From an optimization exercise on the open Yosys and OpenROAD flow, aimed at small area, a short achievable clock period and few clock cycles per item; shortcuts taken in it are not production practice.
Only simulation tests tie the RTL to the original design; equivalence was not proved.

// average
module average #(
    parameter int NOF_BITS = 32
) (
    input  logic                clk,
    input  logic                rst_n,
    input  logic                start,
    input  logic                data_first,
    input  logic                data_last,
    input  logic [NOF_BITS-1:0] data_in,
    output logic [NOF_BITS:0]   data_out,
    output logic                busy,
    output logic                TO,
    output logic                done
);
export LEC_CHECK = 0
export CAP_MARGIN = 20
export CORE_MARGIN = 2
export CORE_UTILIZATION = 40
export CTS_BUF_LIST = sky130_fd_sc_hd__clkbuf_8
export SETUP_SLACK_MARGIN = 3.2
export SLEW_MARGIN = 20
create_clock -name core_clock -period 6.0 [get_ports {clk}]
standard.sh (not shown) runs the stock make flow with config.mk's settings and CLKGATE_MAP_FILE= SYNTH_SCRIPT=/design/flow/synth_recipe.tcl, a recipe that flattens the netlist after the stock synthesis.
==> flow/flow/run.sh <==
#!/bin/bash
# The standard layout, except that the port buffers are the smallest
# plain buffer (buf_1) rather than the delay buffer buffer_ports picks by
# default; the resizer still upsizes any of them that timing needs.
set -euo pipefail
export BUFFER_PORTS_ARGS="-buffer_cell sky130_fd_sc_hd__buf_1"
bash standard.sh > standard_flow.log 2>&1
Testbench counts at the start, summed over its fixed seeds: cycles 72,898, items 1,600.
Then changed:
- SETUP_SLACK_MARGIN: 3.2 -> 3.0
=> Clock skew went down by 0.0032 ns. Via count barely changes. Synthesized area does not change. Worst setup slack gets worse by 0.13 ns. Fmax went down by about 4.4%. Cell count stays flat. Critical path depth stays the same. Register-to-register slack gets worse by 0.13 ns.
Then changed:
- SETUP_SLACK_MARGIN: 3.0 -> 2.7
The new run passed the timing, DRC and antenna checks.
Final area goes down by about 1.5%.
Via count went down by 0.68%.
Flip-flop and latch count is unchanged.
Sequential share of layout area rises by 0.53 points.
Routed wire length decreases by about 0.9%.
Clock skew barely changes.
Setup slack degrades by 0.32 ns.
Then changed:
- SETUP_SLACK_MARGIN: 2.7 -> 3.4
After rerunning: First-iteration DRC count came out higher by 10%. Hold slack is about the same. Die area stays the same. Design area grows by 14%.

* * *

== exp/nickel ==
average, a different RTL version from the one above (not shown whole).
Size in the first run: ~1000 cells after synthesis, about 140 flip-flops, ~73 I/O pins, roughly 8600 sq um of cells after synthesis.
Settings: LEC_CHECK=0, CAP_MARGIN=20, CORE_MARGIN=2, CORE_UTILIZATION=45, CTS_BUF_LIST=sky130_fd_sc_hd__clkbuf_8, SETUP_SLACK_MARGIN=3.0, SLEW_MARGIN=20; clock period 6.0 ns.
Scripts as last shown in full above: flow/flow/run.sh
exp/nickel: done, clean on timing, DRC and antenna
Testbench counts of exp/nickel, summed over its fixed seeds: cycles 66,598, items 1,600.
The inputs of exp/delta differ from those of exp/nickel as listed below.
Settings: changing SETUP_SLACK_MARGIN from 3.0 to 3.2; changing CORE_UTILIZATION from 45 to 40.
[exp/delta] worst-case reg-to-reg path depth fell 2 relative to exp/nickel. Worst setup margin (lower): exp/nickel. Re worst clock skew on the final layout: exp/delta is 0.0035 ns up on exp/nickel. exp/nickel → exp/delta: non-clock buffer count rose by 56%, via count rose by 5.5%, critical path depth fell by 2.
## Diff of input files: exp/raven against exp/delta
Settings: SETUP_SLACK_MARGIN changed from 3.2 to 2.8.
==> comparison <==
exp/raven reached the final stage; the timing, DRC and antenna checks on its layout passed. Worst setup timing slack at the placement stage for exp/raven: 0.34 ns up relative to exp/delta. Number of non-clock inverters in the layout: exp/raven < exp/delta. From exp/delta to exp/raven the numbers moved as follows: depth of the critical timing path with buffers and inverters included -1.

* * *

average, a different RTL version from the one above (not shown whole).
For scale: about 890 cells after synthesis, about 140 flip-flops, about 0.0081 mm² of cells after synthesis.
## average
module average #(
    parameter int NOF_BITS = 32
) (
    input  logic                clk,
    input  logic                rst_n,
    input  logic                start,
    input  logic                data_first,
    input  logic                data_last,
    input  logic [NOF_BITS-1:0] data_in,
    output logic [NOF_BITS:0]   data_out,
    output logic                busy,
    output logic                TO,
    output logic                done
);
    localparam int W = NOF_BITS;
    localparam int TIMEOUT_LIMIT = 10;
    logic       acc;       
    logic       v;         
    logic       div;       
    logic [4:0] cnt;       
    logic [W:0]   x;       
    logic [W:0]   b;       
    logic [W-1:0] y;       
    wire waiting  = busy & ~acc & ~v & ~div;
    wire take     = acc | (waiting & data_first);
    wire to_now   = waiting & ~data_first & (cnt == 5'(TIMEOUT_LIMIT - 1));
    wire fin      = v & ~acc;                  
    wire sum_on   = v & acc;                   
    wire div_last = div & (&cnt);
    wire [W+1:0] sum = {1'b0, x} + {1'b0, b} + (W+2)'(b[W]);
    wire         ge  = sum[W+1];               
    always_ff @(posedge clk) begin
        if (div)
            x <= {ge ? sum[W-1:0] : x[W-1:0], y[W-1]};
        else if (fin)
            x <= {{(W-1){1'b0}}, sum[W:W-1]};
        else if (sum_on)
            x <= sum[W:0];
        else
            x <= '0;
        if (div)
            y <= {y[W-2:0], ge};
        else if (fin)
            y <= {sum[W-2:0], 1'b0};
  ...
Settings: LEC_CHECK=0, CAP_MARGIN=20, CORE_MARGIN=2, CORE_UTILIZATION=40, SETUP_SLACK_MARGIN=3.0, SLEW_MARGIN=20; clock period 6.0 ns.
run.sh (not shown) runs the stock make flow with config.mk's settings and CLKGATE_MAP_FILE= SYNTH_SCRIPT=/design/flow/synth_recipe.tcl, a recipe that flattens the netlist after the stock synthesis.
Stock flow here: none of the scripts above is used.
Testbench counts at the start, summed over its fixed seeds: cycles 80,608, items 1,600.
Rerun with:
- SETUP_SLACK_MARGIN: 3.0 -> default
After rerunning: Flip-flop and latch count is unchanged; die area is unchanged; sequential share of layout area came out higher by 1.3 points; final cell count is lower slightly; register-to-register slack gets worse by 0.26 ns; setup slack is worse by 0.26 ns.

port drivers added, routing unchanged:
How much do the figures lean on ideal ports? The routed layouts below were timed once more, with nothing changed but the port constraints.
Step 1: set_driving_cell puts a clkbuf_16 on clk and a buf_2 on each other input, an assumption about the parent block.
Step 2 adds t to the input delays and takes it off the output delays; t is the mean of the earliest and latest rising clock arrival at the registers after step 1. Input paths then give back, and output paths get back, about the clock's delay inside the block.
Slacks: ideal / step 1 / step 2; pairs: ideal / step 1.
run	shift t [ns]	setup WS [ns]	worst setup path at the end	latest minus earliest clock arrival (ns)
the first run of note 1	0.501	3.217 / 3.217 / 3.217	register to register	0.012 / 0.012
the second run of note 1	0.498	3.090 / 3.090 / 3.090	register to register	0.009 / 0.009
the third run of note 1	0.498	2.769 / 2.769 / 2.769	register to register	0.010 / 0.010
the fourth run of note 1	0.488	3.223 / 3.223 / 3.223	register to register	0.010 / 0.009
exp/nickel	0.493	3.045 / 3.045 / 3.045	register to register	0.012 / 0.012
exp/delta	0.488	3.078 / 3.078 / 3.078	register to register	0.015 / 0.015
exp/raven	0.495	2.841 / 2.841 / 2.841	register to register	0.011 / 0.011
the first run of note 3	0.456	3.070 / 3.070 / 3.070	register to register	0.010 / 0.010
the second run of note 3	0.454	2.812 / 2.812 / 2.812	register to register	0.008 / 0.008
After both steps every run listed still meets setup and hold.
